Context: an optimization exercise on an open-source flow, tuned for small area and a short achievable clock period. The choices shown serve that exercise and are no tape-out recipe. No functional check of the RTL was part of any run shown here. Power figures rest on the tool's default switching activity, not on a simulated workload.

## flow/design.v (module list and top-level ports; edited modules follow where they fit)
// module pipeline_sum: 502 lines
module pipeline_sum (
    input clk,
    input [15:0] a, b,
    output [31:0] r
);
  // ...
==> flow/flow/run.sh <==
#!/bin/bash
set -euo pipefail
MARGIN=25.5
PLAT="$FLOW_HOME/platforms/sky130hd/config.mk"
BASE=$(sed -n '/^export DONT_USE_CELLS += /,/^#/p' "$PLAT" | grep -o 'sky130_fd_sc_hd__[a-z0-9_]*' | tr '\n' ' ')
EXTRA=""
for c in maj3_1 maj3_2 maj3_4 fa_1 fa_2 fa_4 fah_1 fahcin_1 fahcon_1 ha_1 ha_2 ha_4; do
  EXTRA="$EXTRA sky130_fd_sc_hd__$c"
done
bash standard.sh SETUP_SLACK_MARGIN=$MARGIN SETUP_MOVE_SEQUENCE=sizeup,swap SKIP_GATE_CLONING=1 \
  "BUFFER_PORTS_ARGS=-buffer_cell sky130_fd_sc_hd__buf_1" \
  "DONT_USE_CELLS=$BASE$EXTRA" finish > make_finish.log 2>&1
==> flow/standard.sh <==
#!/bin/bash
# synth_recipe.tcl (not shown) runs the flow's synth.tcl, then flattens the netlist and writes it again
# the make line also repeats each setting of config.mk as NAME=value (left out here)
make -C /OpenROAD-flow-scripts/flow DESIGN_CONFIG=/design/flow/config.mk WORK_HOME=/design/flow/orfs CLKGATE_MAP_FILE= SYNTH_SCRIPT=/design/flow/synth_recipe.tcl "${@:-finish}"
==> flow/config.mk <==
export PLATFORM = sky130hd
export DESIGN_NAME = pipeline_sum
export DESIGN_NICKNAME = pipeline_sum
export VERILOG_FILES = /design/flow/design.v
export SDC_FILE = /design/flow/constraint.sdc
export NUM_CORES = 4
export LEC_CHECK = 0
export ABC_AREA = 1
export CAP_MARGIN = 20
export CORE_MARGIN = 2
export CORE_UTILIZATION = 55
export SLEW_MARGIN = 20
==> flow/constraint.sdc <==
create_clock -name core_clock -period 36.0 [get_ports {clk}]
set_input_delay 7.2000 -clock core_clock [delete_from_list [all_inputs] [get_ports {clk}]]
set_output_delay 7.2000 -clock core_clock [all_outputs]
set_load 0.01 [all_outputs]
==> reports/results.tsv, run 1 <==
metric	value	unit
largest net degree at the start of global routing	31	
Area contributors post-synth	dfxtp_1 (19%), nand2_1 (17%), xor2_1 (9.2%), inv_1 (7.4%), nand3_1 (7.2%)	
combinational cell power	0.155	mW
postcts setup bufs	0	
crit path DAT	9710	ps
Reg2Reg Setup Slack	26560	ps
Most Crowded Layer GR	met2	
clock slew at reported path FFs	80	ps
fin worst setup slack	26560	ps
Hold Path Depth	0	
top-area cell type share of the netlist area	19.38	%
power share of the clock group	24.0	%
initial core utilization	56.30	%
Buffers excl. clock	60	
detailed placement HPWL	23530	um
Post-Synth Adder-Cell Area	0	%
Buf+Inv Stages, Crit Path	12	
CP peak stage delay	590	ps
routed length on met3	1314	um
Layout fillers	2108	
Worst Min Path Start	ra_c1[1]	
Post-Synth XOR/XNOR Area	13.95	%
number of global-route vias before repair	9854	
Placer Congestion	0.9490	
final-layout clock buffer total	10	
status	complete, no violations	
crit-path max FO	20	
# rows	52	
reg2reg path depth	86	
area growth from synthesis to layout	4.343	%
largest family of logic cells by synthesized area	simple AND/OR/NAND/NOR gates	
Syn Area/Cell	6.184	um2
Post-synth EDFFs	0	
==> module pipeline_sum, before the edit <==
module pipeline_sum (
    input clk,
    input [15:0] a, b,
    output [31:0] r
);
  wire [0:0] s0_r15_t = a[15:15];
  wire s0_r15_hz = ~(|b[15:1]);
  wire [1:0] s0_r15_bo;
  assign s0_r15_bo[0] = 1'b0;
  assign s0_r15_bo[1] = (s0_r15_t[0] ^ b[0]) ? b[0] : s0_r15_bo[0];
  wire s0_r15_q = s0_r15_hz & ~s0_r15_bo[1];
  wire [0:0] s0_r15_d;
  assign s0_r15_d[0] = s0_r15_t[0] ^ (s0_r15_q & (b[0] ^ s0_r15_bo[0]));
  wire [15:0] s0_r15_ra = {s0_r15_d, a[14:0]};
  wire [1:0] s0_r14_t = s0_r15_ra[15:14];
  wire s0_r14_hz = ~(|b[15:2]);
  wire [2:0] s0_r14_bo;
  assign s0_r14_bo[0] = 1'b0;
  assign s0_r14_bo[1] = (s0_r14_t[0] ^ b[0]) ? b[0] : s0_r14_bo[0];
  assign s0_r14_bo[2] = (s0_r14_t[1] ^ b[1]) ? b[1] : s0_r14_bo[1];
  wire s0_r14_q = s0_r14_hz & ~s0_r14_bo[2];
  wire [1:0] s0_r14_d;
  assign s0_r14_d[0] = s0_r14_t[0] ^ (s0_r14_q & (b[0] ^ s0_r14_bo[0]));
  assign s0_r14_d[1] = s0_r14_t[1] ^ (s0_r14_q & (b[1] ^ s0_r14_bo[1]));
  wire [15:0] s0_r14_ra = {s0_r14_d, s0_r15_ra[13:0]};
  wire [2:0] s0_r13_t = s0_r14_ra[15:13];
  wire s0_r13_hz = ~(|b[15:3]);
  wire [3:0] s0_r13_bo;
  assign s0_r13_bo[0] = 1'b0;
  assign s0_r13_bo[1] = (s0_r13_t[0] ^ b[0]) ? b[0] : s0_r13_bo[0];
  assign s0_r13_bo[2] = (s0_r13_t[1] ^ b[1]) ? b[1] : s0_r13_bo[1];
  assign s0_r13_bo[3] = (s0_r13_t[2] ^ b[2]) ? b[2] : s0_r13_bo[2];
  wire s0_r13_q = s0_r13_hz & ~s0_r13_bo[3];
  wire [2:0] s0_r13_d;
  assign s0_r13_d[0] = s0_r13_t[0] ^ (s0_r13_q & (b[0] ^ s0_r13_bo[0]));
  assign s0_r13_d[1] = s0_r13_t[1] ^ (s0_r13_q & (b[1] ^ s0_r13_bo[1]));
  assign s0_r13_d[2] = s0_r13_t[2] ^ (s0_r13_q & (b[2] ^ s0_r13_bo[2]));
  wire [15:0] s0_r13_ra = {s0_r13_d, s0_r14_ra[12:0]};
  reg [15:0] ra_c1;
  reg [15:0] bb_c1;
  reg [2:0] ah_c1;
  reg q15_c1;
  reg q14_c1;
  reg q13_c1;
  always_ff @(posedge clk) begin
    ra_c1 <= s0_r13_ra;
    bb_c1 <= b;
    ah_c1 <= a[15:13];
    q15_c1 <= s0_r15_q;
    q14_c1 <= s0_r14_q;
    q13_c1 <= s0_r13_q;
  end
  wire [3:0] s1_r12_t = ra_c1[15:12];
  wire s1_r12_hz = ~(|bb_c1[15:4]);
  wire [4:0] s1_r12_bo;
  assign s1_r12_bo[0] = 1'b0;
  assign s1_r12_bo[1] = (s1_r12_t[0] ^ bb_c1[0]) ? bb_c1[0] : s1_r12_bo[0];
  assign s1_r12_bo[2] = (s1_r12_t[1] ^ bb_c1[1]) ? bb_c1[1] : s1_r12_bo[1];
  assign s1_r12_bo[3] = (s1_r12_t[2] ^ bb_c1[2]) ? bb_c1[2] : s1_r12_bo[2];
  assign s1_r12_bo[4] = (s1_r12_t[3] ^ bb_c1[3]) ? bb_c1[3] : s1_r12_bo[3];
  wire s1_r12_q = s1_r12_hz & ~s1_r12_bo[4];
  wire [3:0] s1_r12_d;
  assign s1_r12_d[0] = s1_r12_t[0] ^ (s1_r12_q & (bb_c1[0] ^ s1_r12_bo[0]));
  assign s1_r12_d[1] = s1_r12_t[1] ^ (s1_r12_q & (bb_c1[1] ^ s1_r12_bo[1]));
  assign s1_r12_d[2] = s1_r12_t[2] ^ (s1_r12_q & (bb_c1[2] ^ s1_r12_bo[2]));
  assign s1_r12_d[3] = s1_r12_t[3] ^ (s1_r12_q & (bb_c1[3] ^ s1_r12_bo[3]));
  wire [15:0] s1_r12_ra = {s1_r12_d, ra_c1[11:0]};
  wire [4:0] s1_r11_t = s1_r12_ra[15:11];
  wire s1_r11_hz = ~(|bb_c1[15:5]);
  wire [5:0] s1_r11_bo;
  assign s1_r11_bo[0] = 1'b0;
  assign s1_r11_bo[1] = (s1_r11_t[0] ^ bb_c1[0]) ? bb_c1[0] : s1_r11_bo[0];
  assign s1_r11_bo[2] = (s1_r11_t[1] ^ bb_c1[1]) ? bb_c1[1] : s1_r11_bo[1];
  assign s1_r11_bo[3] = (s1_r11_t[2] ^ bb_c1[2]) ? bb_c1[2] : s1_r11_bo[2];
  assign s1_r11_bo[4] = (s1_r11_t[3] ^ bb_c1[3]) ? bb_c1[3] : s1_r11_bo[3];
  assign s1_r11_bo[5] = (s1_r11_t[4] ^ bb_c1[4]) ? bb_c1[4] : s1_r11_bo[4];
  wire s1_r11_q = s1_r11_hz & ~s1_r11_bo[5];
  wire [4:0] s1_r11_d;
  assign s1_r11_d[0] = s1_r11_t[0] ^ (s1_r11_q & (bb_c1[0] ^ s1_r11_bo[0]));
  assign s1_r11_d[1] = s1_r11_t[1] ^ (s1_r11_q & (bb_c1[1] ^ s1_r11_bo[1]));
  assign s1_r11_d[2] = s1_r11_t[2] ^ (s1_r11_q & (bb_c1[2] ^ s1_r11_bo[2]));
  assign s1_r11_d[3] = s1_r11_t[3] ^ (s1_r11_q & (bb_c1[3] ^ s1_r11_bo[3]));
  assign s1_r11_d[4] = s1_r11_t[4] ^ (s1_r11_q & (bb_c1[4] ^ s1_r11_bo[4]));
  wire [15:0] s1_r11_ra = {s1_r11_d, s1_r12_ra[10:0]};
  wire [5:0] s1_r10_t = s1_r11_ra[15:10];
  wire s1_r10_hz = ~(|bb_c1[15:6]);
  wire [6:0] s1_r10_bo;
  assign s1_r10_bo[0] = 1'b0;
  assign s1_r10_bo[1] = (s1_r10_t[0] ^ bb_c1[0]) ? bb_c1[0] : s1_r10_bo[0];
  assign s1_r10_bo[2] = (s1_r10_t[1] ^ bb_c1[1]) ? bb_c1[1] : s1_r10_bo[1];
  assign s1_r10_bo[3] = (s1_r10_t[2] ^ bb_c1[2]) ? bb_c1[2] : s1_r10_bo[2];
  assign s1_r10_bo[4] = (s1_r10_t[3] ^ bb_c1[3]) ? bb_c1[3] : s1_r10_bo[3];
  assign s1_r10_bo[5] = (s1_r10_t[4] ^ bb_c1[4]) ? bb_c1[4] : s1_r10_bo[4];
  assign s1_r10_bo[6] = (s1_r10_t[5] ^ bb_c1[5]) ? bb_c1[5] : s1_r10_bo[5];
  wire s1_r10_q = s1_r10_hz & ~s1_r10_bo[6];
  wire [5:0] s1_r10_d;
  assign s1_r10_d[0] = s1_r10_t[0] ^ (s1_r10_q & (bb_c1[0] ^ s1_r10_bo[0]));
  assign s1_r10_d[1] = s1_r10_t[1] ^ (s1_r10_q & (bb_c1[1] ^ s1_r10_bo[1]));
  assign s1_r10_d[2] = s1_r10_t[2] ^ (s1_r10_q & (bb_c1[2] ^ s1_r10_bo[2]));
  assign s1_r10_d[3] = s1_r10_t[3] ^ (s1_r10_q & (bb_c1[3] ^ s1_r10_bo[3]));
  assign s1_r10_d[4] = s1_r10_t[4] ^ (s1_r10_q & (bb_c1[4] ^ s1_r10_bo[4]));
  assign s1_r10_d[5] = s1_r10_t[5] ^ (s1_r10_q & (bb_c1[5] ^ s1_r10_bo[5]));
  wire [15:0] s1_r10_ra = {s1_r10_d, s1_r11_ra[9:0]};
  wire [6:0] s1_r9_t = s1_r10_ra[15:9];
  wire s1_r9_hz = ~(|bb_c1[15:7]);
  wire [7:0] s1_r9_bo;
  assign s1_r9_bo[0] = 1'b0;
  assign s1_r9_bo[1] = (s1_r9_t[0] ^ bb_c1[0]) ? bb_c1[0] : s1_r9_bo[0];
  assign s1_r9_bo[2] = (s1_r9_t[1] ^ bb_c1[1]) ? bb_c1[1] : s1_r9_bo[1];
  assign s1_r9_bo[3] = (s1_r9_t[2] ^ bb_c1[2]) ? bb_c1[2] : s1_r9_bo[2];
  assign s1_r9_bo[4] = (s1_r9_t[3] ^ bb_c1[3]) ? bb_c1[3] : s1_r9_bo[3];
  assign s1_r9_bo[5] = (s1_r9_t[4] ^ bb_c1[4]) ? bb_c1[4] : s1_r9_bo[4];
  assign s1_r9_bo[6] = (s1_r9_t[5] ^ bb_c1[5]) ? bb_c1[5] : s1_r9_bo[5];
  assign s1_r9_bo[7] = (s1_r9_t[6] ^ bb_c1[6]) ? bb_c1[6] : s1_r9_bo[6];
  wire s1_r9_q = s1_r9_hz & ~s1_r9_bo[7];
  wire [6:0] s1_r9_d;
  assign s1_r9_d[0] = s1_r9_t[0] ^ (s1_r9_q & (bb_c1[0] ^ s1_r9_bo[0]));
  assign s1_r9_d[1] = s1_r9_t[1] ^ (s1_r9_q & (bb_c1[1] ^ s1_r9_bo[1]));
  assign s1_r9_d[2] = s1_r9_t[2] ^ (s1_r9_q & (bb_c1[2] ^ s1_r9_bo[2]));
  assign s1_r9_d[3] = s1_r9_t[3] ^ (s1_r9_q & (bb_c1[3] ^ s1_r9_bo[3]));
  assign s1_r9_d[4] = s1_r9_t[4] ^ (s1_r9_q & (bb_c1[4] ^ s1_r9_bo[4]));
  assign s1_r9_d[5] = s1_r9_t[5] ^ (s1_r9_q & (bb_c1[5] ^ s1_r9_bo[5]));
  assign s1_r9_d[6] = s1_r9_t[6] ^ (s1_r9_q & (bb_c1[6] ^ s1_r9_bo[6]));
  wire [15:0] s1_r9_ra = {s1_r9_d, s1_r10_ra[8:0]};
  wire [7:0] s1_r8_t = s1_r9_ra[15:8];
  wire s1_r8_hz = ~(|bb_c1[15:8]);
  wire [8:0] s1_r8_bo;
  assign s1_r8_bo[0] = 1'b0;
  assign s1_r8_bo[1] = (s1_r8_t[0] ^ bb_c1[0]) ? bb_c1[0] : s1_r8_bo[0];
  assign s1_r8_bo[2] = (s1_r8_t[1] ^ bb_c1[1]) ? bb_c1[1] : s1_r8_bo[1];
  assign s1_r8_bo[3] = (s1_r8_t[2] ^ bb_c1[2]) ? bb_c1[2] : s1_r8_bo[2];
  assign s1_r8_bo[4] = (s1_r8_t[3] ^ bb_c1[3]) ? bb_c1[3] : s1_r8_bo[3];
  assign s1_r8_bo[5] = (s1_r8_t[4] ^ bb_c1[4]) ? bb_c1[4] : s1_r8_bo[4];
  assign s1_r8_bo[6] = (s1_r8_t[5] ^ bb_c1[5]) ? bb_c1[5] : s1_r8_bo[5];
  assign s1_r8_bo[7] = (s1_r8_t[6] ^ bb_c1[6]) ? bb_c1[6] : s1_r8_bo[6];
  assign s1_r8_bo[8] = (s1_r8_t[7] ^ bb_c1[7]) ? bb_c1[7] : s1_r8_bo[7];
  wire s1_r8_q = s1_r8_hz & ~s1_r8_bo[8];
  wire [7:0] s1_r8_d;
  assign s1_r8_d[0] = s1_r8_t[0] ^ (s1_r8_q & (bb_c1[0] ^ s1_r8_bo[0]));
  assign s1_r8_d[1] = s1_r8_t[1] ^ (s1_r8_q & (bb_c1[1] ^ s1_r8_bo[1]));
  assign s1_r8_d[2] = s1_r8_t[2] ^ (s1_r8_q & (bb_c1[2] ^ s1_r8_bo[2]));
  assign s1_r8_d[3] = s1_r8_t[3] ^ (s1_r8_q & (bb_c1[3] ^ s1_r8_bo[3]));
  assign s1_r8_d[4] = s1_r8_t[4] ^ (s1_r8_q & (bb_c1[4] ^ s1_r8_bo[4]));
  assign s1_r8_d[5] = s1_r8_t[5] ^ (s1_r8_q & (bb_c1[5] ^ s1_r8_bo[5]));
  assign s1_r8_d[6] = s1_r8_t[6] ^ (s1_r8_q & (bb_c1[6] ^ s1_r8_bo[6]));
  assign s1_r8_d[7] = s1_r8_t[7] ^ (s1_r8_q & (bb_c1[7] ^ s1_r8_bo[7]));
  wire [15:0] s1_r8_ra = {s1_r8_d, s1_r9_ra[7:0]};
  wire [8:0] s1_r7_t = s1_r8_ra[15:7];
  wire s1_r7_hz = ~(|bb_c1[15:9]);
  wire [9:0] s1_r7_bo;
  assign s1_r7_bo[0] = 1'b0;
  assign s1_r7_bo[1] = (s1_r7_t[0] ^ bb_c1[0]) ? bb_c1[0] : s1_r7_bo[0];
  assign s1_r7_bo[2] = (s1_r7_t[1] ^ bb_c1[1]) ? bb_c1[1] : s1_r7_bo[1];
  assign s1_r7_bo[3] = (s1_r7_t[2] ^ bb_c1[2]) ? bb_c1[2] : s1_r7_bo[2];
  assign s1_r7_bo[4] = (s1_r7_t[3] ^ bb_c1[3]) ? bb_c1[3] : s1_r7_bo[3];
  assign s1_r7_bo[5] = (s1_r7_t[4] ^ bb_c1[4]) ? bb_c1[4] : s1_r7_bo[4];
  assign s1_r7_bo[6] = (s1_r7_t[5] ^ bb_c1[5]) ? bb_c1[5] : s1_r7_bo[5];
  assign s1_r7_bo[7] = (s1_r7_t[6] ^ bb_c1[6]) ? bb_c1[6] : s1_r7_bo[6];
  assign s1_r7_bo[8] = (s1_r7_t[7] ^ bb_c1[7]) ? bb_c1[7] : s1_r7_bo[7];
  assign s1_r7_bo[9] = (s1_r7_t[8] ^ bb_c1[8]) ? bb_c1[8] : s1_r7_bo[8];
  wire s1_r7_q = s1_r7_hz & ~s1_r7_bo[9];
  wire [8:0] s1_r7_d;
  assign s1_r7_d[0] = s1_r7_t[0] ^ (s1_r7_q & (bb_c1[0] ^ s1_r7_bo[0]));
  assign s1_r7_d[1] = s1_r7_t[1] ^ (s1_r7_q & (bb_c1[1] ^ s1_r7_bo[1]));
  assign s1_r7_d[2] = s1_r7_t[2] ^ (s1_r7_q & (bb_c1[2] ^ s1_r7_bo[2]));
  assign s1_r7_d[3] = s1_r7_t[3] ^ (s1_r7_q & (bb_c1[3] ^ s1_r7_bo[3]));
  assign s1_r7_d[4] = s1_r7_t[4] ^ (s1_r7_q & (bb_c1[4] ^ s1_r7_bo[4]));
  assign s1_r7_d[5] = s1_r7_t[5] ^ (s1_r7_q & (bb_c1[5] ^ s1_r7_bo[5]));
  assign s1_r7_d[6] = s1_r7_t[6] ^ (s1_r7_q & (bb_c1[6] ^ s1_r7_bo[6]));
  assign s1_r7_d[7] = s1_r7_t[7] ^ (s1_r7_q & (bb_c1[7] ^ s1_r7_bo[7]));
  assign s1_r7_d[8] = s1_r7_t[8] ^ (s1_r7_q & (bb_c1[8] ^ s1_r7_bo[8]));
  wire [15:0] s1_r7_ra = {s1_r7_d, s1_r8_ra[6:0]};
  wire [9:0] s1_r6_t = s1_r7_ra[15:6];
  wire s1_r6_hz = ~(|bb_c1[15:10]);
  wire [10:0] s1_r6_bo;
  assign s1_r6_bo[0] = 1'b0;
  assign s1_r6_bo[1] = (s1_r6_t[0] ^ bb_c1[0]) ? bb_c1[0] : s1_r6_bo[0];
  assign s1_r6_bo[2] = (s1_r6_t[1] ^ bb_c1[1]) ? bb_c1[1] : s1_r6_bo[1];
  assign s1_r6_bo[3] = (s1_r6_t[2] ^ bb_c1[2]) ? bb_c1[2] : s1_r6_bo[2];
  assign s1_r6_bo[4] = (s1_r6_t[3] ^ bb_c1[3]) ? bb_c1[3] : s1_r6_bo[3];
  assign s1_r6_bo[5] = (s1_r6_t[4] ^ bb_c1[4]) ? bb_c1[4] : s1_r6_bo[4];
  assign s1_r6_bo[6] = (s1_r6_t[5] ^ bb_c1[5]) ? bb_c1[5] : s1_r6_bo[5];
  assign s1_r6_bo[7] = (s1_r6_t[6] ^ bb_c1[6]) ? bb_c1[6] : s1_r6_bo[6];
  assign s1_r6_bo[8] = (s1_r6_t[7] ^ bb_c1[7]) ? bb_c1[7] : s1_r6_bo[7];
  assign s1_r6_bo[9] = (s1_r6_t[8] ^ bb_c1[8]) ? bb_c1[8] : s1_r6_bo[8];
  assign s1_r6_bo[10] = (s1_r6_t[9] ^ bb_c1[9]) ? bb_c1[9] : s1_r6_bo[9];
  wire s1_r6_q = s1_r6_hz & ~s1_r6_bo[10];
  wire [9:0] s1_r6_d;
  assign s1_r6_d[0] = s1_r6_t[0] ^ (s1_r6_q & (bb_c1[0] ^ s1_r6_bo[0]));
  assign s1_r6_d[1] = s1_r6_t[1] ^ (s1_r6_q & (bb_c1[1] ^ s1_r6_bo[1]));
  assign s1_r6_d[2] = s1_r6_t[2] ^ (s1_r6_q & (bb_c1[2] ^ s1_r6_bo[2]));
  assign s1_r6_d[3] = s1_r6_t[3] ^ (s1_r6_q & (bb_c1[3] ^ s1_r6_bo[3]));
  assign s1_r6_d[4] = s1_r6_t[4] ^ (s1_r6_q & (bb_c1[4] ^ s1_r6_bo[4]));
  assign s1_r6_d[5] = s1_r6_t[5] ^ (s1_r6_q & (bb_c1[5] ^ s1_r6_bo[5]));
  assign s1_r6_d[6] = s1_r6_t[6] ^ (s1_r6_q & (bb_c1[6] ^ s1_r6_bo[6]));
  assign s1_r6_d[7] = s1_r6_t[7] ^ (s1_r6_q & (bb_c1[7] ^ s1_r6_bo[7]));
  assign s1_r6_d[8] = s1_r6_t[8] ^ (s1_r6_q & (bb_c1[8] ^ s1_r6_bo[8]));
  assign s1_r6_d[9] = s1_r6_t[9] ^ (s1_r6_q & (bb_c1[9] ^ s1_r6_bo[9]));
  wire [15:0] s1_r6_ra = {s1_r6_d, s1_r7_ra[5:0]};
  wire [10:0] s1_r5_t = s1_r6_ra[15:5];
  wire s1_r5_hz = ~(|bb_c1[15:11]);
  wire [11:0] s1_r5_bo;
  assign s1_r5_bo[0] = 1'b0;
  assign s1_r5_bo[1] = (s1_r5_t[0] ^ bb_c1[0]) ? bb_c1[0] : s1_r5_bo[0];
  assign s1_r5_bo[2] = (s1_r5_t[1] ^ bb_c1[1]) ? bb_c1[1] : s1_r5_bo[1];
  assign s1_r5_bo[3] = (s1_r5_t[2] ^ bb_c1[2]) ? bb_c1[2] : s1_r5_bo[2];
  assign s1_r5_bo[4] = (s1_r5_t[3] ^ bb_c1[3]) ? bb_c1[3] : s1_r5_bo[3];
  assign s1_r5_bo[5] = (s1_r5_t[4] ^ bb_c1[4]) ? bb_c1[4] : s1_r5_bo[4];
  assign s1_r5_bo[6] = (s1_r5_t[5] ^ bb_c1[5]) ? bb_c1[5] : s1_r5_bo[5];
  assign s1_r5_bo[7] = (s1_r5_t[6] ^ bb_c1[6]) ? bb_c1[6] : s1_r5_bo[6];
  assign s1_r5_bo[8] = (s1_r5_t[7] ^ bb_c1[7]) ? bb_c1[7] : s1_r5_bo[7];
  assign s1_r5_bo[9] = (s1_r5_t[8] ^ bb_c1[8]) ? bb_c1[8] : s1_r5_bo[8];
  assign s1_r5_bo[10] = (s1_r5_t[9] ^ bb_c1[9]) ? bb_c1[9] : s1_r5_bo[9];
  assign s1_r5_bo[11] = (s1_r5_t[10] ^ bb_c1[10]) ? bb_c1[10] : s1_r5_bo[10];
  wire s1_r5_q = s1_r5_hz & ~s1_r5_bo[11];
  wire [10:0] s1_r5_d;
  assign s1_r5_d[0] = s1_r5_t[0] ^ (s1_r5_q & (bb_c1[0] ^ s1_r5_bo[0]));
  assign s1_r5_d[1] = s1_r5_t[1] ^ (s1_r5_q & (bb_c1[1] ^ s1_r5_bo[1]));
  assign s1_r5_d[2] = s1_r5_t[2] ^ (s1_r5_q & (bb_c1[2] ^ s1_r5_bo[2]));
  assign s1_r5_d[3] = s1_r5_t[3] ^ (s1_r5_q & (bb_c1[3] ^ s1_r5_bo[3]));
  assign s1_r5_d[4] = s1_r5_t[4] ^ (s1_r5_q & (bb_c1[4] ^ s1_r5_bo[4]));
  assign s1_r5_d[5] = s1_r5_t[5] ^ (s1_r5_q & (bb_c1[5] ^ s1_r5_bo[5]));
  assign s1_r5_d[6] = s1_r5_t[6] ^ (s1_r5_q & (bb_c1[6] ^ s1_r5_bo[6]));
  assign s1_r5_d[7] = s1_r5_t[7] ^ (s1_r5_q & (bb_c1[7] ^ s1_r5_bo[7]));
  assign s1_r5_d[8] = s1_r5_t[8] ^ (s1_r5_q & (bb_c1[8] ^ s1_r5_bo[8]));
  assign s1_r5_d[9] = s1_r5_t[9] ^ (s1_r5_q & (bb_c1[9] ^ s1_r5_bo[9]));
  assign s1_r5_d[10] = s1_r5_t[10] ^ (s1_r5_q & (bb_c1[10] ^ s1_r5_bo[10]));
  wire [15:0] s1_r5_ra = {s1_r5_d, s1_r6_ra[4:0]};
  reg [15:0] ra_c2;
  reg [15:0] bb_c2;
  reg [10:0] ah_c2;
  reg q15_c2;
  reg q14_c2;
  reg q13_c2;
  reg q12_c2;
  reg q11_c2;
  reg q10_c2;
  reg q9_c2;
  reg q8_c2;
  reg q7_c2;
  reg q6_c2;
  reg q5_c2;
  always_ff @(posedge clk) begin
    ra_c2 <= s1_r5_ra;
    bb_c2 <= bb_c1;
    ah_c2 <= {ah_c1, ra_c1[12:5]};
    q15_c2 <= q15_c1;
    q14_c2 <= q14_c1;
    q13_c2 <= q13_c1;
    q12_c2 <= s1_r12_q;
    q11_c2 <= s1_r11_q;
    q10_c2 <= s1_r10_q;
    q9_c2 <= s1_r9_q;
    q8_c2 <= s1_r8_q;
    q7_c2 <= s1_r7_q;
    q6_c2 <= s1_r6_q;
    q5_c2 <= s1_r5_q;
  end
  wire [15:0] xa = {ah_c2, ra_c2[4:0]};
  wire [15:0] sh = (bb_c2[15:4] == 12'd0) ? (xa << bb_c2[3:0]) : 16'd0;
  wire [17:0] xs = {2'b0, xa | bb_c2} + {2'b0, xa ^ bb_c2} + {2'b0, sh};
  wire [17:0] ym2 = xs + {1'b0, 1'b0, q15_c2, q14_c2, q13_c2, q12_c2, q11_c2, q10_c2, q9_c2, q8_c2, q7_c2, q6_c2, q5_c2, 1'b0, 1'b0, 1'b0, 1'b0, 1'b0};
  wire [11:0] s2_r4_t = ra_c2[15:4];
  wire s2_r4_hz = ~(|bb_c2[15:12]);
  wire [12:0] s2_r4_bo;
  assign s2_r4_bo[0] = 1'b0;
  assign s2_r4_bo[1] = (s2_r4_t[0] ^ bb_c2[0]) ? bb_c2[0] : s2_r4_bo[0];
  assign s2_r4_bo[2] = (s2_r4_t[1] ^ bb_c2[1]) ? bb_c2[1] : s2_r4_bo[1];
  assign s2_r4_bo[3] = (s2_r4_t[2] ^ bb_c2[2]) ? bb_c2[2] : s2_r4_bo[2];
  assign s2_r4_bo[4] = (s2_r4_t[3] ^ bb_c2[3]) ? bb_c2[3] : s2_r4_bo[3];
  assign s2_r4_bo[5] = (s2_r4_t[4] ^ bb_c2[4]) ? bb_c2[4] : s2_r4_bo[4];
  assign s2_r4_bo[6] = (s2_r4_t[5] ^ bb_c2[5]) ? bb_c2[5] : s2_r4_bo[5];
  assign s2_r4_bo[7] = (s2_r4_t[6] ^ bb_c2[6]) ? bb_c2[6] : s2_r4_bo[6];
  assign s2_r4_bo[8] = (s2_r4_t[7] ^ bb_c2[7]) ? bb_c2[7] : s2_r4_bo[7];
  assign s2_r4_bo[9] = (s2_r4_t[8] ^ bb_c2[8]) ? bb_c2[8] : s2_r4_bo[8];
  assign s2_r4_bo[10] = (s2_r4_t[9] ^ bb_c2[9]) ? bb_c2[9] : s2_r4_bo[9];
  assign s2_r4_bo[11] = (s2_r4_t[10] ^ bb_c2[10]) ? bb_c2[10] : s2_r4_bo[10];
  assign s2_r4_bo[12] = (s2_r4_t[11] ^ bb_c2[11]) ? bb_c2[11] : s2_r4_bo[11];
  wire s2_r4_q = s2_r4_hz & ~s2_r4_bo[12];
  wire [11:0] s2_r4_d;
  assign s2_r4_d[0] = s2_r4_t[0] ^ (s2_r4_q & (bb_c2[0] ^ s2_r4_bo[0]));
  assign s2_r4_d[1] = s2_r4_t[1] ^ (s2_r4_q & (bb_c2[1] ^ s2_r4_bo[1]));
  assign s2_r4_d[2] = s2_r4_t[2] ^ (s2_r4_q & (bb_c2[2] ^ s2_r4_bo[2]));
  assign s2_r4_d[3] = s2_r4_t[3] ^ (s2_r4_q & (bb_c2[3] ^ s2_r4_bo[3]));
  assign s2_r4_d[4] = s2_r4_t[4] ^ (s2_r4_q & (bb_c2[4] ^ s2_r4_bo[4]));
  assign s2_r4_d[5] = s2_r4_t[5] ^ (s2_r4_q & (bb_c2[5] ^ s2_r4_bo[5]));
  assign s2_r4_d[6] = s2_r4_t[6] ^ (s2_r4_q & (bb_c2[6] ^ s2_r4_bo[6]));
  assign s2_r4_d[7] = s2_r4_t[7] ^ (s2_r4_q & (bb_c2[7] ^ s2_r4_bo[7]));
  assign s2_r4_d[8] = s2_r4_t[8] ^ (s2_r4_q & (bb_c2[8] ^ s2_r4_bo[8]));
  assign s2_r4_d[9] = s2_r4_t[9] ^ (s2_r4_q & (bb_c2[9] ^ s2_r4_bo[9]));
  assign s2_r4_d[10] = s2_r4_t[10] ^ (s2_r4_q & (bb_c2[10] ^ s2_r4_bo[10]));
  assign s2_r4_d[11] = s2_r4_t[11] ^ (s2_r4_q & (bb_c2[11] ^ s2_r4_bo[11]));
  wire [15:0] s2_r4_ra = {s2_r4_d, ra_c2[3:0]};
  wire [12:0] s2_r3_t = s2_r4_ra[15:3];
  wire s2_r3_hz = ~(|bb_c2[15:13]);
  wire [13:0] s2_r3_bo;
  assign s2_r3_bo[0] = 1'b0;
  assign s2_r3_bo[1] = (s2_r3_t[0] ^ bb_c2[0]) ? bb_c2[0] : s2_r3_bo[0];
  assign s2_r3_bo[2] = (s2_r3_t[1] ^ bb_c2[1]) ? bb_c2[1] : s2_r3_bo[1];
  assign s2_r3_bo[3] = (s2_r3_t[2] ^ bb_c2[2]) ? bb_c2[2] : s2_r3_bo[2];
  assign s2_r3_bo[4] = (s2_r3_t[3] ^ bb_c2[3]) ? bb_c2[3] : s2_r3_bo[3];
  assign s2_r3_bo[5] = (s2_r3_t[4] ^ bb_c2[4]) ? bb_c2[4] : s2_r3_bo[4];
  assign s2_r3_bo[6] = (s2_r3_t[5] ^ bb_c2[5]) ? bb_c2[5] : s2_r3_bo[5];
  assign s2_r3_bo[7] = (s2_r3_t[6] ^ bb_c2[6]) ? bb_c2[6] : s2_r3_bo[6];
  assign s2_r3_bo[8] = (s2_r3_t[7] ^ bb_c2[7]) ? bb_c2[7] : s2_r3_bo[7];
  assign s2_r3_bo[9] = (s2_r3_t[8] ^ bb_c2[8]) ? bb_c2[8] : s2_r3_bo[8];
  assign s2_r3_bo[10] = (s2_r3_t[9] ^ bb_c2[9]) ? bb_c2[9] : s2_r3_bo[9];
  assign s2_r3_bo[11] = (s2_r3_t[10] ^ bb_c2[10]) ? bb_c2[10] : s2_r3_bo[10];
  assign s2_r3_bo[12] = (s2_r3_t[11] ^ bb_c2[11]) ? bb_c2[11] : s2_r3_bo[11];
  assign s2_r3_bo[13] = (s2_r3_t[12] ^ bb_c2[12]) ? bb_c2[12] : s2_r3_bo[12];
  wire [13:6] s2_r3_s_gu;
  assign s2_r3_s_gu[6] = 1'b0;
  assign s2_r3_s_gu[7] = (s2_r3_t[6] ^ bb_c2[6]) ? bb_c2[6] : s2_r3_s_gu[6];
  assign s2_r3_s_gu[8] = (s2_r3_t[7] ^ bb_c2[7]) ? bb_c2[7] : s2_r3_s_gu[7];
  assign s2_r3_s_gu[9] = (s2_r3_t[8] ^ bb_c2[8]) ? bb_c2[8] : s2_r3_s_gu[8];
  assign s2_r3_s_gu[10] = (s2_r3_t[9] ^ bb_c2[9]) ? bb_c2[9] : s2_r3_s_gu[9];
  assign s2_r3_s_gu[11] = (s2_r3_t[10] ^ bb_c2[10]) ? bb_c2[10] : s2_r3_s_gu[10];
  assign s2_r3_s_gu[12] = (s2_r3_t[11] ^ bb_c2[11]) ? bb_c2[11] : s2_r3_s_gu[11];
  assign s2_r3_s_gu[13] = (s2_r3_t[12] ^ bb_c2[12]) ? bb_c2[12] : s2_r3_s_gu[12];
  wire s2_r3_s_pu = ~(|(s2_r3_t[12:6] ^ {bb_c2[12], bb_c2[11], bb_c2[10], bb_c2[9], bb_c2[8], bb_c2[7], bb_c2[6]}));
  wire s2_r3_bf = s2_r3_s_gu[13] | (s2_r3_s_pu & s2_r3_bo[6]);
  wire s2_r3_q = s2_r3_hz & ~s2_r3_bf;
  wire [12:0] s2_r3_d;
  assign s2_r3_d[0] = s2_r3_t[0] ^ (s2_r3_q & (bb_c2[0] ^ s2_r3_bo[0]));
  assign s2_r3_d[1] = s2_r3_t[1] ^ (s2_r3_q & (bb_c2[1] ^ s2_r3_bo[1]));
  assign s2_r3_d[2] = s2_r3_t[2] ^ (s2_r3_q & (bb_c2[2] ^ s2_r3_bo[2]));
  assign s2_r3_d[3] = s2_r3_t[3] ^ (s2_r3_q & (bb_c2[3] ^ s2_r3_bo[3]));
  assign s2_r3_d[4] = s2_r3_t[4] ^ (s2_r3_q & (bb_c2[4] ^ s2_r3_bo[4]));
  assign s2_r3_d[5] = s2_r3_t[5] ^ (s2_r3_q & (bb_c2[5] ^ s2_r3_bo[5]));
  assign s2_r3_d[6] = s2_r3_t[6] ^ (s2_r3_q & (bb_c2[6] ^ s2_r3_bo[6]));
  assign s2_r3_d[7] = s2_r3_t[7] ^ (s2_r3_q & (bb_c2[7] ^ s2_r3_bo[7]));
  assign s2_r3_d[8] = s2_r3_t[8] ^ (s2_r3_q & (bb_c2[8] ^ s2_r3_bo[8]));
  assign s2_r3_d[9] = s2_r3_t[9] ^ (s2_r3_q & (bb_c2[9] ^ s2_r3_bo[9]));
  assign s2_r3_d[10] = s2_r3_t[10] ^ (s2_r3_q & (bb_c2[10] ^ s2_r3_bo[10]));
  assign s2_r3_d[11] = s2_r3_t[11] ^ (s2_r3_q & (bb_c2[11] ^ s2_r3_bo[11]));
  assign s2_r3_d[12] = s2_r3_t[12] ^ (s2_r3_q & (bb_c2[12] ^ s2_r3_bo[12]));
  wire [15:0] s2_r3_ra = {s2_r3_d, s2_r4_ra[2:0]};
  wire [13:0] s2_r2_t = s2_r3_ra[15:2];
  wire s2_r2_hz = ~(|bb_c2[15:14]);
  wire [14:0] s2_r2_bo;
  assign s2_r2_bo[0] = 1'b0;
  assign s2_r2_bo[1] = (s2_r2_t[0] ^ bb_c2[0]) ? bb_c2[0] : s2_r2_bo[0];
  assign s2_r2_bo[2] = (s2_r2_t[1] ^ bb_c2[1]) ? bb_c2[1] : s2_r2_bo[1];
  assign s2_r2_bo[3] = (s2_r2_t[2] ^ bb_c2[2]) ? bb_c2[2] : s2_r2_bo[2];
  assign s2_r2_bo[4] = (s2_r2_t[3] ^ bb_c2[3]) ? bb_c2[3] : s2_r2_bo[3];
  assign s2_r2_bo[5] = (s2_r2_t[4] ^ bb_c2[4]) ? bb_c2[4] : s2_r2_bo[4];
  assign s2_r2_bo[6] = (s2_r2_t[5] ^ bb_c2[5]) ? bb_c2[5] : s2_r2_bo[5];
  assign s2_r2_bo[7] = (s2_r2_t[6] ^ bb_c2[6]) ? bb_c2[6] : s2_r2_bo[6];
  assign s2_r2_bo[8] = (s2_r2_t[7] ^ bb_c2[7]) ? bb_c2[7] : s2_r2_bo[7];
  assign s2_r2_bo[9] = (s2_r2_t[8] ^ bb_c2[8]) ? bb_c2[8] : s2_r2_bo[8];
  assign s2_r2_bo[10] = (s2_r2_t[9] ^ bb_c2[9]) ? bb_c2[9] : s2_r2_bo[9];
  assign s2_r2_bo[11] = (s2_r2_t[10] ^ bb_c2[10]) ? bb_c2[10] : s2_r2_bo[10];
  assign s2_r2_bo[12] = (s2_r2_t[11] ^ bb_c2[11]) ? bb_c2[11] : s2_r2_bo[11];
  assign s2_r2_bo[13] = (s2_r2_t[12] ^ bb_c2[12]) ? bb_c2[12] : s2_r2_bo[12];
  assign s2_r2_bo[14] = (s2_r2_t[13] ^ bb_c2[13]) ? bb_c2[13] : s2_r2_bo[13];
  wire [14:7] s2_r2_s_gu;
  assign s2_r2_s_gu[7] = 1'b0;
  assign s2_r2_s_gu[8] = (s2_r2_t[7] ^ bb_c2[7]) ? bb_c2[7] : s2_r2_s_gu[7];
  assign s2_r2_s_gu[9] = (s2_r2_t[8] ^ bb_c2[8]) ? bb_c2[8] : s2_r2_s_gu[8];
  assign s2_r2_s_gu[10] = (s2_r2_t[9] ^ bb_c2[9]) ? bb_c2[9] : s2_r2_s_gu[9];
  assign s2_r2_s_gu[11] = (s2_r2_t[10] ^ bb_c2[10]) ? bb_c2[10] : s2_r2_s_gu[10];
  assign s2_r2_s_gu[12] = (s2_r2_t[11] ^ bb_c2[11]) ? bb_c2[11] : s2_r2_s_gu[11];
  assign s2_r2_s_gu[13] = (s2_r2_t[12] ^ bb_c2[12]) ? bb_c2[12] : s2_r2_s_gu[12];
  assign s2_r2_s_gu[14] = (s2_r2_t[13] ^ bb_c2[13]) ? bb_c2[13] : s2_r2_s_gu[13];
  wire s2_r2_s_pu = ~(|(s2_r2_t[13:7] ^ {bb_c2[13], bb_c2[12], bb_c2[11], bb_c2[10], bb_c2[9], bb_c2[8], bb_c2[7]}));
  wire s2_r2_bf = s2_r2_s_gu[14] | (s2_r2_s_pu & s2_r2_bo[7]);
  wire s2_r2_q = s2_r2_hz & ~s2_r2_bf;
  wire [13:0] s2_r2_d;
  assign s2_r2_d[0] = s2_r2_t[0] ^ (s2_r2_q & (bb_c2[0] ^ s2_r2_bo[0]));
  assign s2_r2_d[1] = s2_r2_t[1] ^ (s2_r2_q & (bb_c2[1] ^ s2_r2_bo[1]));
  assign s2_r2_d[2] = s2_r2_t[2] ^ (s2_r2_q & (bb_c2[2] ^ s2_r2_bo[2]));
  assign s2_r2_d[3] = s2_r2_t[3] ^ (s2_r2_q & (bb_c2[3] ^ s2_r2_bo[3]));
  assign s2_r2_d[4] = s2_r2_t[4] ^ (s2_r2_q & (bb_c2[4] ^ s2_r2_bo[4]));
  assign s2_r2_d[5] = s2_r2_t[5] ^ (s2_r2_q & (bb_c2[5] ^ s2_r2_bo[5]));
  assign s2_r2_d[6] = s2_r2_t[6] ^ (s2_r2_q & (bb_c2[6] ^ s2_r2_bo[6]));
  assign s2_r2_d[7] = s2_r2_t[7] ^ (s2_r2_q & (bb_c2[7] ^ s2_r2_bo[7]));
  assign s2_r2_d[8] = s2_r2_t[8] ^ (s2_r2_q & (bb_c2[8] ^ s2_r2_bo[8]));
  assign s2_r2_d[9] = s2_r2_t[9] ^ (s2_r2_q & (bb_c2[9] ^ s2_r2_bo[9]));
  assign s2_r2_d[10] = s2_r2_t[10] ^ (s2_r2_q & (bb_c2[10] ^ s2_r2_bo[10]));
  assign s2_r2_d[11] = s2_r2_t[11] ^ (s2_r2_q & (bb_c2[11] ^ s2_r2_bo[11]));
  assign s2_r2_d[12] = s2_r2_t[12] ^ (s2_r2_q & (bb_c2[12] ^ s2_r2_bo[12]));
  assign s2_r2_d[13] = s2_r2_t[13] ^ (s2_r2_q & (bb_c2[13] ^ s2_r2_bo[13]));
  wire [15:0] s2_r2_ra = {s2_r2_d, s2_r3_ra[1:0]};
  wire [15:0] s2_x4_t = s2_r2_ra;
  wire [17:0] s2_x4_b1 = {2'b0, bb_c2};
  wire [17:0] s2_x4_b2 = {1'b0, bb_c2, 1'b0};
  wire [17:0] s2_x4_b3 = s2_x4_b1 + s2_x4_b2;
  wire [16:0] s2_x4_c1;
  assign s2_x4_c1[0] = 1'b0;
  assign s2_x4_c1[1] = (s2_x4_t[0] ^ s2_x4_b1[0]) ? s2_x4_b1[0] : s2_x4_c1[0];
  assign s2_x4_c1[2] = (s2_x4_t[1] ^ s2_x4_b1[1]) ? s2_x4_b1[1] : s2_x4_c1[1];
  assign s2_x4_c1[3] = (s2_x4_t[2] ^ s2_x4_b1[2]) ? s2_x4_b1[2] : s2_x4_c1[2];
  assign s2_x4_c1[4] = (s2_x4_t[3] ^ s2_x4_b1[3]) ? s2_x4_b1[3] : s2_x4_c1[3];
  assign s2_x4_c1[5] = (s2_x4_t[4] ^ s2_x4_b1[4]) ? s2_x4_b1[4] : s2_x4_c1[4];
  assign s2_x4_c1[6] = (s2_x4_t[5] ^ s2_x4_b1[5]) ? s2_x4_b1[5] : s2_x4_c1[5];
  assign s2_x4_c1[7] = (s2_x4_t[6] ^ s2_x4_b1[6]) ? s2_x4_b1[6] : s2_x4_c1[6];
  assign s2_x4_c1[8] = (s2_x4_t[7] ^ s2_x4_b1[7]) ? s2_x4_b1[7] : s2_x4_c1[7];
  assign s2_x4_c1[9] = (s2_x4_t[8] ^ s2_x4_b1[8]) ? s2_x4_b1[8] : s2_x4_c1[8];
  assign s2_x4_c1[10] = (s2_x4_t[9] ^ s2_x4_b1[9]) ? s2_x4_b1[9] : s2_x4_c1[9];
  assign s2_x4_c1[11] = (s2_x4_t[10] ^ s2_x4_b1[10]) ? s2_x4_b1[10] : s2_x4_c1[10];
  assign s2_x4_c1[12] = (s2_x4_t[11] ^ s2_x4_b1[11]) ? s2_x4_b1[11] : s2_x4_c1[11];
  assign s2_x4_c1[13] = (s2_x4_t[12] ^ s2_x4_b1[12]) ? s2_x4_b1[12] : s2_x4_c1[12];
  assign s2_x4_c1[14] = (s2_x4_t[13] ^ s2_x4_b1[13]) ? s2_x4_b1[13] : s2_x4_c1[13];
  assign s2_x4_c1[15] = (s2_x4_t[14] ^ s2_x4_b1[14]) ? s2_x4_b1[14] : s2_x4_c1[14];
  assign s2_x4_c1[16] = (s2_x4_t[15] ^ s2_x4_b1[15]) ? s2_x4_b1[15] : s2_x4_c1[15];
  wire [16:8] s2_x4_k1_gu;
  assign s2_x4_k1_gu[8] = 1'b0;
  assign s2_x4_k1_gu[9] = (s2_x4_t[8] ^ s2_x4_b1[8]) ? s2_x4_b1[8] : s2_x4_k1_gu[8];
  assign s2_x4_k1_gu[10] = (s2_x4_t[9] ^ s2_x4_b1[9]) ? s2_x4_b1[9] : s2_x4_k1_gu[9];
  assign s2_x4_k1_gu[11] = (s2_x4_t[10] ^ s2_x4_b1[10]) ? s2_x4_b1[10] : s2_x4_k1_gu[10];
  assign s2_x4_k1_gu[12] = (s2_x4_t[11] ^ s2_x4_b1[11]) ? s2_x4_b1[11] : s2_x4_k1_gu[11];
  assign s2_x4_k1_gu[13] = (s2_x4_t[12] ^ s2_x4_b1[12]) ? s2_x4_b1[12] : s2_x4_k1_gu[12];
  assign s2_x4_k1_gu[14] = (s2_x4_t[13] ^ s2_x4_b1[13]) ? s2_x4_b1[13] : s2_x4_k1_gu[13];
  assign s2_x4_k1_gu[15] = (s2_x4_t[14] ^ s2_x4_b1[14]) ? s2_x4_b1[14] : s2_x4_k1_gu[14];
  assign s2_x4_k1_gu[16] = (s2_x4_t[15] ^ s2_x4_b1[15]) ? s2_x4_b1[15] : s2_x4_k1_gu[15];
  wire s2_x4_k1_pu = ~(|(s2_x4_t[15:8] ^ {s2_x4_b1[15], s2_x4_b1[14], s2_x4_b1[13], s2_x4_b1[12], s2_x4_b1[11], s2_x4_b1[10], s2_x4_b1[9], s2_x4_b1[8]}));
  wire s2_x4_ge1 = ~(|s2_x4_b1[17:16]) & ~(s2_x4_k1_gu[16] | (s2_x4_k1_pu & s2_x4_c1[8]));
  wire [16:0] s2_x4_c2;
  assign s2_x4_c2[0] = 1'b0;
  assign s2_x4_c2[1] = (s2_x4_t[0] ^ s2_x4_b2[0]) ? s2_x4_b2[0] : s2_x4_c2[0];
  assign s2_x4_c2[2] = (s2_x4_t[1] ^ s2_x4_b2[1]) ? s2_x4_b2[1] : s2_x4_c2[1];
  assign s2_x4_c2[3] = (s2_x4_t[2] ^ s2_x4_b2[2]) ? s2_x4_b2[2] : s2_x4_c2[2];
  assign s2_x4_c2[4] = (s2_x4_t[3] ^ s2_x4_b2[3]) ? s2_x4_b2[3] : s2_x4_c2[3];
  assign s2_x4_c2[5] = (s2_x4_t[4] ^ s2_x4_b2[4]) ? s2_x4_b2[4] : s2_x4_c2[4];
  assign s2_x4_c2[6] = (s2_x4_t[5] ^ s2_x4_b2[5]) ? s2_x4_b2[5] : s2_x4_c2[5];
  assign s2_x4_c2[7] = (s2_x4_t[6] ^ s2_x4_b2[6]) ? s2_x4_b2[6] : s2_x4_c2[6];
  assign s2_x4_c2[8] = (s2_x4_t[7] ^ s2_x4_b2[7]) ? s2_x4_b2[7] : s2_x4_c2[7];
  assign s2_x4_c2[9] = (s2_x4_t[8] ^ s2_x4_b2[8]) ? s2_x4_b2[8] : s2_x4_c2[8];
  assign s2_x4_c2[10] = (s2_x4_t[9] ^ s2_x4_b2[9]) ? s2_x4_b2[9] : s2_x4_c2[9];
  assign s2_x4_c2[11] = (s2_x4_t[10] ^ s2_x4_b2[10]) ? s2_x4_b2[10] : s2_x4_c2[10];
  assign s2_x4_c2[12] = (s2_x4_t[11] ^ s2_x4_b2[11]) ? s2_x4_b2[11] : s2_x4_c2[11];
  assign s2_x4_c2[13] = (s2_x4_t[12] ^ s2_x4_b2[12]) ? s2_x4_b2[12] : s2_x4_c2[12];
  assign s2_x4_c2[14] = (s2_x4_t[13] ^ s2_x4_b2[13]) ? s2_x4_b2[13] : s2_x4_c2[13];
  assign s2_x4_c2[15] = (s2_x4_t[14] ^ s2_x4_b2[14]) ? s2_x4_b2[14] : s2_x4_c2[14];
  assign s2_x4_c2[16] = (s2_x4_t[15] ^ s2_x4_b2[15]) ? s2_x4_b2[15] : s2_x4_c2[15];
  wire [16:8] s2_x4_k2_gu;
  assign s2_x4_k2_gu[8] = 1'b0;
  assign s2_x4_k2_gu[9] = (s2_x4_t[8] ^ s2_x4_b2[8]) ? s2_x4_b2[8] : s2_x4_k2_gu[8];
  assign s2_x4_k2_gu[10] = (s2_x4_t[9] ^ s2_x4_b2[9]) ? s2_x4_b2[9] : s2_x4_k2_gu[9];
  assign s2_x4_k2_gu[11] = (s2_x4_t[10] ^ s2_x4_b2[10]) ? s2_x4_b2[10] : s2_x4_k2_gu[10];
  assign s2_x4_k2_gu[12] = (s2_x4_t[11] ^ s2_x4_b2[11]) ? s2_x4_b2[11] : s2_x4_k2_gu[11];
  assign s2_x4_k2_gu[13] = (s2_x4_t[12] ^ s2_x4_b2[12]) ? s2_x4_b2[12] : s2_x4_k2_gu[12];
  assign s2_x4_k2_gu[14] = (s2_x4_t[13] ^ s2_x4_b2[13]) ? s2_x4_b2[13] : s2_x4_k2_gu[13];
  assign s2_x4_k2_gu[15] = (s2_x4_t[14] ^ s2_x4_b2[14]) ? s2_x4_b2[14] : s2_x4_k2_gu[14];
  assign s2_x4_k2_gu[16] = (s2_x4_t[15] ^ s2_x4_b2[15]) ? s2_x4_b2[15] : s2_x4_k2_gu[15];
  wire s2_x4_k2_pu = ~(|(s2_x4_t[15:8] ^ {s2_x4_b2[15], s2_x4_b2[14], s2_x4_b2[13], s2_x4_b2[12], s2_x4_b2[11], s2_x4_b2[10], s2_x4_b2[9], s2_x4_b2[8]}));
  wire s2_x4_ge2 = ~(|s2_x4_b2[17:16]) & ~(s2_x4_k2_gu[16] | (s2_x4_k2_pu & s2_x4_c2[8]));
  wire [16:0] s2_x4_c3;
  assign s2_x4_c3[0] = 1'b0;
  assign s2_x4_c3[1] = (s2_x4_t[0] ^ s2_x4_b3[0]) ? s2_x4_b3[0] : s2_x4_c3[0];
  assign s2_x4_c3[2] = (s2_x4_t[1] ^ s2_x4_b3[1]) ? s2_x4_b3[1] : s2_x4_c3[1];
  assign s2_x4_c3[3] = (s2_x4_t[2] ^ s2_x4_b3[2]) ? s2_x4_b3[2] : s2_x4_c3[2];
  assign s2_x4_c3[4] = (s2_x4_t[3] ^ s2_x4_b3[3]) ? s2_x4_b3[3] : s2_x4_c3[3];
  assign s2_x4_c3[5] = (s2_x4_t[4] ^ s2_x4_b3[4]) ? s2_x4_b3[4] : s2_x4_c3[4];
  assign s2_x4_c3[6] = (s2_x4_t[5] ^ s2_x4_b3[5]) ? s2_x4_b3[5] : s2_x4_c3[5];
  assign s2_x4_c3[7] = (s2_x4_t[6] ^ s2_x4_b3[6]) ? s2_x4_b3[6] : s2_x4_c3[6];
  assign s2_x4_c3[8] = (s2_x4_t[7] ^ s2_x4_b3[7]) ? s2_x4_b3[7] : s2_x4_c3[7];
  assign s2_x4_c3[9] = (s2_x4_t[8] ^ s2_x4_b3[8]) ? s2_x4_b3[8] : s2_x4_c3[8];
  assign s2_x4_c3[10] = (s2_x4_t[9] ^ s2_x4_b3[9]) ? s2_x4_b3[9] : s2_x4_c3[9];
  assign s2_x4_c3[11] = (s2_x4_t[10] ^ s2_x4_b3[10]) ? s2_x4_b3[10] : s2_x4_c3[10];
  assign s2_x4_c3[12] = (s2_x4_t[11] ^ s2_x4_b3[11]) ? s2_x4_b3[11] : s2_x4_c3[11];
  assign s2_x4_c3[13] = (s2_x4_t[12] ^ s2_x4_b3[12]) ? s2_x4_b3[12] : s2_x4_c3[12];
  assign s2_x4_c3[14] = (s2_x4_t[13] ^ s2_x4_b3[13]) ? s2_x4_b3[13] : s2_x4_c3[13];
  assign s2_x4_c3[15] = (s2_x4_t[14] ^ s2_x4_b3[14]) ? s2_x4_b3[14] : s2_x4_c3[14];
  assign s2_x4_c3[16] = (s2_x4_t[15] ^ s2_x4_b3[15]) ? s2_x4_b3[15] : s2_x4_c3[15];
  wire [16:8] s2_x4_k3_gu;
  assign s2_x4_k3_gu[8] = 1'b0;
  assign s2_x4_k3_gu[9] = (s2_x4_t[8] ^ s2_x4_b3[8]) ? s2_x4_b3[8] : s2_x4_k3_gu[8];
  assign s2_x4_k3_gu[10] = (s2_x4_t[9] ^ s2_x4_b3[9]) ? s2_x4_b3[9] : s2_x4_k3_gu[9];
  assign s2_x4_k3_gu[11] = (s2_x4_t[10] ^ s2_x4_b3[10]) ? s2_x4_b3[10] : s2_x4_k3_gu[10];
  assign s2_x4_k3_gu[12] = (s2_x4_t[11] ^ s2_x4_b3[11]) ? s2_x4_b3[11] : s2_x4_k3_gu[11];
  assign s2_x4_k3_gu[13] = (s2_x4_t[12] ^ s2_x4_b3[12]) ? s2_x4_b3[12] : s2_x4_k3_gu[12];
  assign s2_x4_k3_gu[14] = (s2_x4_t[13] ^ s2_x4_b3[13]) ? s2_x4_b3[13] : s2_x4_k3_gu[13];
  assign s2_x4_k3_gu[15] = (s2_x4_t[14] ^ s2_x4_b3[14]) ? s2_x4_b3[14] : s2_x4_k3_gu[14];
  assign s2_x4_k3_gu[16] = (s2_x4_t[15] ^ s2_x4_b3[15]) ? s2_x4_b3[15] : s2_x4_k3_gu[15];
  wire s2_x4_k3_pu = ~(|(s2_x4_t[15:8] ^ {s2_x4_b3[15], s2_x4_b3[14], s2_x4_b3[13], s2_x4_b3[12], s2_x4_b3[11], s2_x4_b3[10], s2_x4_b3[9], s2_x4_b3[8]}));
  wire s2_x4_ge3 = ~(|s2_x4_b3[17:16]) & ~(s2_x4_k3_gu[16] | (s2_x4_k3_pu & s2_x4_c3[8]));
  wire s2_x4_q1 = s2_x4_ge2;
  wire s2_x4_q0 = s2_x4_q1 ? s2_x4_ge3 : s2_x4_ge1;
  wire [8:0] ml = {1'b0, ym2[7:0]} + {1'b0, 1'b0, 1'b0, 1'b0, s2_r4_q, s2_r3_q, s2_r2_q, 1'b0, 1'b0};
  wire lc1 = ml[0] & s2_x4_q0;
  wire lc2 = (ml[1] & s2_x4_q1) | ((ml[1] | s2_x4_q1) & lc1);
  wire [8:0] lo7;
  assign lo7[0] = ml[0] ^ s2_x4_q0;
  assign lo7[1] = ml[1] ^ s2_x4_q1 ^ lc1;
  assign lo7[2] = ml[2] ^ (lc2 & (1'b1));
  assign lo7[3] = ml[3] ^ (lc2 & (&ml[2:2]));
  assign lo7[4] = ml[4] ^ (lc2 & (&ml[3:2]));
  assign lo7[5] = ml[5] ^ (lc2 & (&ml[4:2]));
  assign lo7[6] = ml[6] ^ (lc2 & (&ml[5:2]));
  assign lo7[7] = ml[7] ^ (lc2 & (&ml[6:2]));
  assign lo7[8] = ml[8] ^ (lc2 & (&ml[7:2]));
  wire [9:0] h0 = ym2[17:8];
  reg [8:0] lo_c3;
  reg [9:0] hi_c3;
  always_ff @(posedge clk) begin
    lo_c3 <= lo7;
    hi_c3 <= h0;
  end
  wire [9:0] hs = hi_c3 + {9'd0, lo_c3[8]};
  assign r = {14'd0, hs, lo_c3[7:0]};
endmodule
==> inputs of run 2 (changes only) <==
--- a/flow/design.v
+++ b/flow/design.v
@@ -25,30 +25,28 @@
   wire [15:0] s0_r14_ra = {s0_r14_d, s0_r15_ra[13:0]};
-  wire [2:0] s0_r13_t = s0_r14_ra[15:13];
-  wire s0_r13_hz = ~(|b[15:3]);
-  wire [3:0] s0_r13_bo;
-  assign s0_r13_bo[0] = 1'b0;
-  assign s0_r13_bo[1] = (s0_r13_t[0] ^ b[0]) ? b[0] : s0_r13_bo[0];
-  assign s0_r13_bo[2] = (s0_r13_t[1] ^ b[1]) ? b[1] : s0_r13_bo[1];
-  assign s0_r13_bo[3] = (s0_r13_t[2] ^ b[2]) ? b[2] : s0_r13_bo[2];
-  wire s0_r13_q = s0_r13_hz & ~s0_r13_bo[3];
-  wire [2:0] s0_r13_d;
-  assign s0_r13_d[0] = s0_r13_t[0] ^ (s0_r13_q & (b[0] ^ s0_r13_bo[0]));
-  assign s0_r13_d[1] = s0_r13_t[1] ^ (s0_r13_q & (b[1] ^ s0_r13_bo[1]));
-  assign s0_r13_d[2] = s0_r13_t[2] ^ (s0_r13_q & (b[2] ^ s0_r13_bo[2]));
-  wire [15:0] s0_r13_ra = {s0_r13_d, s0_r14_ra[12:0]};
   reg [15:0] ra_c1;
   reg [15:0] bb_c1;
-  reg [2:0] ah_c1;
+  reg [1:0] ah_c1;
   reg q15_c1;
   reg q14_c1;
-  reg q13_c1;
   always_ff @(posedge clk) begin
-    ra_c1 <= s0_r13_ra;
+    ra_c1 <= s0_r14_ra;
     bb_c1 <= b;
-    ah_c1 <= a[15:13];
+    ah_c1 <= a[15:14];
     q15_c1 <= s0_r15_q;
     q14_c1 <= s0_r14_q;
-    q13_c1 <= s0_r13_q;
   end
-  wire [3:0] s1_r12_t = ra_c1[15:12];
+  wire [2:0] s1_r13_t = ra_c1[15:13];
+  wire s1_r13_hz = ~(|bb_c1[15:3]);
+  wire [3:0] s1_r13_bo;
+  assign s1_r13_bo[0] = 1'b0;
+  assign s1_r13_bo[1] = (s1_r13_t[0] ^ bb_c1[0]) ? bb_c1[0] : s1_r13_bo[0];
+  assign s1_r13_bo[2] = (s1_r13_t[1] ^ bb_c1[1]) ? bb_c1[1] : s1_r13_bo[1];
+  assign s1_r13_bo[3] = (s1_r13_t[2] ^ bb_c1[2]) ? bb_c1[2] : s1_r13_bo[2];
+  wire s1_r13_q = s1_r13_hz & ~s1_r13_bo[3];
+  wire [2:0] s1_r13_d;
+  assign s1_r13_d[0] = s1_r13_t[0] ^ (s1_r13_q & (bb_c1[0] ^ s1_r13_bo[0]));
+  assign s1_r13_d[1] = s1_r13_t[1] ^ (s1_r13_q & (bb_c1[1] ^ s1_r13_bo[1]));
+  assign s1_r13_d[2] = s1_r13_t[2] ^ (s1_r13_q & (bb_c1[2] ^ s1_r13_bo[2]));
+  wire [15:0] s1_r13_ra = {s1_r13_d, ra_c1[12:0]};
+  wire [3:0] s1_r12_t = s1_r13_ra[15:12];
   wire s1_r12_hz = ~(|bb_c1[15:4]);
@@ -66,3 +64,3 @@
   assign s1_r12_d[3] = s1_r12_t[3] ^ (s1_r12_q & (bb_c1[3] ^ s1_r12_bo[3]));
-  wire [15:0] s1_r12_ra = {s1_r12_d, ra_c1[11:0]};
+  wire [15:0] s1_r12_ra = {s1_r12_d, s1_r13_ra[11:0]};
   wire [4:0] s1_r11_t = s1_r12_ra[15:11];
@@ -245,6 +243,6 @@
     bb_c2 <= bb_c1;
-    ah_c2 <= {ah_c1, ra_c1[12:5]};
+    ah_c2 <= {ah_c1, ra_c1[13:5]};
     q15_c2 <= q15_c1;
     q14_c2 <= q14_c1;
-    q13_c2 <= q13_c1;
+    q13_c2 <= s1_r13_q;
     q12_c2 <= s1_r12_q;
@@ -278,3 +276,13 @@
   assign s2_r4_bo[12] = (s2_r4_t[11] ^ bb_c2[11]) ? bb_c2[11] : s2_r4_bo[11];
-  wire s2_r4_q = s2_r4_hz & ~s2_r4_bo[12];
+  wire [12:6] s2_r4_s_gu;
+  assign s2_r4_s_gu[6] = 1'b0;
+  assign s2_r4_s_gu[7] = (s2_r4_t[6] ^ bb_c2[6]) ? bb_c2[6] : s2_r4_s_gu[6];
+  assign s2_r4_s_gu[8] = (s2_r4_t[7] ^ bb_c2[7]) ? bb_c2[7] : s2_r4_s_gu[7];
+  assign s2_r4_s_gu[9] = (s2_r4_t[8] ^ bb_c2[8]) ? bb_c2[8] : s2_r4_s_gu[8];
+  assign s2_r4_s_gu[10] = (s2_r4_t[9] ^ bb_c2[9]) ? bb_c2[9] : s2_r4_s_gu[9];
+  assign s2_r4_s_gu[11] = (s2_r4_t[10] ^ bb_c2[10]) ? bb_c2[10] : s2_r4_s_gu[10];
+  assign s2_r4_s_gu[12] = (s2_r4_t[11] ^ bb_c2[11]) ? bb_c2[11] : s2_r4_s_gu[11];
+  wire s2_r4_s_pu = ~(|(s2_r4_t[11:6] ^ {bb_c2[11], bb_c2[10], bb_c2[9], bb_c2[8], bb_c2[7], bb_c2[6]}));
+  wire s2_r4_bf = s2_r4_s_gu[12] | (s2_r4_s_pu & s2_r4_bo[6]);
+  wire s2_r4_q = s2_r4_hz & ~s2_r4_bf;
   wire [11:0] s2_r4_d;
==> run 2 against run 1 <==
Via count is essentially flat. Combinational power is essentially flat. Sequential power is essentially flat. Critical path type unchanged. Sequential share of layout area shrank 0.69 points. Area after synthesis shrank 2.7%. Clock-buffer cell count shrank 1. Critical endpoint is now ra_c2[15]. Fmax shrank 3.4%.
==> reports/results.tsv, run 2 <==
metric	value	unit	change
largest net degree at the start of global routing	25		was 31
Final ANT Viol Nets	0		unchanged
number of global-route vias before repair	9977		was 9854
most used flip-flop cell after synthesis	dfxtp_1		unchanged
postcts setup bufs	0		unchanged
Slew HR	23.43	%	was 44.29%
Post-Syn Instances	1834		was 1854
Vias/cell	5.156		was 5.097
final number of hold-violating endpoints	0		unchanged
Crit Path Class	reg2reg		unchanged
CTS tree	yes		unchanged
Slowest-stage cell, CP	a211oi_1		was dfxtp_1
Distinct cells, synth	67		was 68
count leader, synth	nand2_1		unchanged
Syn Area/Cell	6.080	um2	was 6.184 um2
post-DR wirelength/cell	13.93	um	was 13.31 um
# nets final	1879		was 1904
worst-case clock buffer depth	2		unchanged
DRC viols	0		unchanged
first-pass GRT wire length	48090	um	was 47670 um
DRT Pass-1 Iters	7		was 6
cell mode on critical path	nand2_2		unchanged
sequential share of the synthesized area	19.57	%	was 19.38%
Setup Skew	12.04	ps	was 9.070 ps
Final min period	9780	ps	was 9445 ps
most frequent cells in the layout	nand2_1 (471), inv_1 (222), nor2_1 (192)		was nand2_1 (518), inv_1 (225), nor2_1 (175)
Highest Clock Rate	0.1022	GHz	was 0.1059 GHz
most frequent cells after synthesis	nand2_1 (507), inv_1 (230), nor2_1 (205)		was nand2_1 (518), inv_1 (227), nor2_1 (175)
Post-synth EDFFs	0		unchanged
Area contributors post-synth	dfxtp_1 (20%), nand2_1 (17%), xor2_1 (9.5%), inv_1 (7.7%), nor2_1 (6.9%)		was dfxtp_1 (19%), nand2_1 (17%), xor2_1 (9.2%), inv_1 (7.4%), nand3_1 (7.2%)
most common cell after layout, fill and taps aside	nand2_1		unchanged
Root Buffer	clkbuf_16		unchanged
CP Data Required Time	36250	ps	was 36260 ps
period utilization	27.17	%	was 26.23%
Post-synth ARST share	0	%	unchanged
VDD IR max	0.00002048	V	was 0.00002132 V
FF+latch count, synth	109		was 111
# IOs	65		unchanged
MaxCap Viol Count	0		unchanged
Ys Warns	1		unchanged
area growth from synthesis to layout	11.23	%	was 4.343%
detailed placement HPWL	23410	um	was 23530 um
Remaining Overflow, GRT	0		unchanged
synthesized area	0.01115	mm2	was 0.01146 mm2
LEAKAGE	6.103	nW	was 6.046 nW
total clock buffers created by CTS	9		unchanged
clk sinks	109		was 111
Die Span Y	146.4	um	was 148.4 um
CP peak stage delay	940	ps	was 590 ps
crit-path max FO	20		unchanged
# rows	52		unchanged
initial core utilization	55.64	%	was 56.30%
clock slew at reported path FFs	90	ps	was 80 ps
Placer Congestion	0.9363		was 0.9490
Slew Limit Fails	0		unchanged
IO Port Bufs	50		unchanged
initial antenna violation count	0		unchanged
Worst-Margin Slew	1142	ps	was 832.6 ps
Final setup viols	0		unchanged
pwr dens	32.96	mW/mm2	was 33.28 mW/mm2
layout cells sized above 1	16.32	%	was 12.21%
DR vias	10940		about the same
die width	146.4	um	was 148.4 um
crit path DAT	10030	ps	was 9710 ps
top-area cell type share of the netlist area	19.57	%	was 19.38%
status	complete, no violations		unchanged
Worst-Skew Late Latency	360	ps	about the same
drt initial violations	697		was 474
Synth area leader	dfxtp_1		unchanged
DIE AREA	0.02143	mm2	was 0.02202 mm2
hold crit path type	reg2reg		unchanged
setup TNS	0	ps	unchanged
RSZ-0062 raised after global routing	no		was yes
Crit. End Element	flop		unchanged
All-Layer GR Usage	27.37	%	was 26.50%
core footprint	0.02004	mm2	was 0.02036 mm2
total power	0.4088	mW	was 0.3981 mW
H-Tree Depth	3		unchanged
Detailed Route WL	29560	um	was 28560 um
Setup crit start kind	flop		unchanged
run 2: cell types whose count changed after synthesis, moves of 8 or more:
| cell | change |
|---|---|
| a21oi_1 | +23 |
| a21oi_2 | -8 |
| clkbuf_1 | +12 |
| nand2_1 | -11 |
| nand2_2 | -19 |
| nand3_1 | -37 |
| nor2_1 | +30 |
| o21ai_0 | +20 |
| o21ai_1 | -9 |
run 2: cell families after synthesis:
logic type             Yosys count  share of synthesized area (%)
AND/OR/NAND/NOR               1006                          40.81
AO/OA/AOI/OAI                  212                          11.37
buffers and inverters          334                          13.25
other                            1                        0.03363
XOR/XNOR                       170                          14.79
flip-flops                     109                          19.57
multiplexers                     2                         0.1795
run 2: path summary, 6_finish.rpt:
path / slack (ps) / endpoint / startpoint / cells past startpoint
max: 26220 / ra_c2[15] / bb_c1[7] / 84
min reg2reg: 330 / ah_c2[9] / ah_c1[0] / 0
min: 330 / ah_c2[9] / ah_c1[0] / 0
max reg2reg: 26220 / ra_c2[15] / bb_c1[7] / 84
run 2: routing by layer:
layer / up-vias / track usage (%) / routed length, um / part of all wire (%)
met4: 0 / 9.563 / 1009 / 3.4
li1: 5761 / - / - / -
met2: 220 / 45.92 / 13620 / 46
met5: - / 0 / 0 / 0
met3: 48 / 3.000 / 1182 / 4.0
met1: 4913 / 36.66 / 13740 / 46
run 2: worst max-delay path, delay by kind of cell (launching register included):
family                 cells  cell delay, ps
flip-flops                 1             410
XOR/XNOR                   5            1170
AND/OR/NAND/NOR           70            6250
AO/OA/AOI/OAI              3            1230
buffers and inverters      6             520
run 2: cell type report:
class | instances | area, um2
clock buffer | 9 | 225.2
multi-input combinational | 1404 | 8194
tap | 270 | 337.8
inverter | 266 | 1087
antenna | 1 | 2.502
fill | 1995 | 7636
sequential | 109 | 2225
clock inverter | 7 | 86.33
timing repair buffer | 56 | 245.2
run 2: timing repair:
item / CTS / global route
pin swaps: 1 / 57
gates resized for setup: 9 / 191
endpoints found under the setup margin: 9 / 21
hold buffers: 0 / 0
run 2: report_power, final:
group	switching, mW	leakage, nW	internal, mW	total [mW]
clock	0.0543	0.151	0.0502	0.105
combinational	0.100	5.04	0.0581	0.158
sequential	0.0131	0.917	0.133	0.146
run 2: stage by stage:
step	setup slack (ps)	utilization, %	hold slack (ps)	instance area, um2	std cells
6_report	26220	61.89	333.4	12400	2122
5_1_grt	25410	61.88	340.5	12400	2121
2_1_floorplan	27220	-	309.6	11200	1847
4_1_cts	25620	58.15	330.7	11650	2121
3_5_place_dp	24940	56.47	314.3	11320	2105
3_3_place_gp	25110	56.47	311.5	11320	2105

Re-timed with assumed drivers on the ports (clkbuf_16 on the clock, buf_2 on other inputs), run 2 has 26.220 ns of setup slack against 26.220 ns with ideal ports, and 26.220 ns once port delays also move by the mid clock arrival of 0.404 ns.
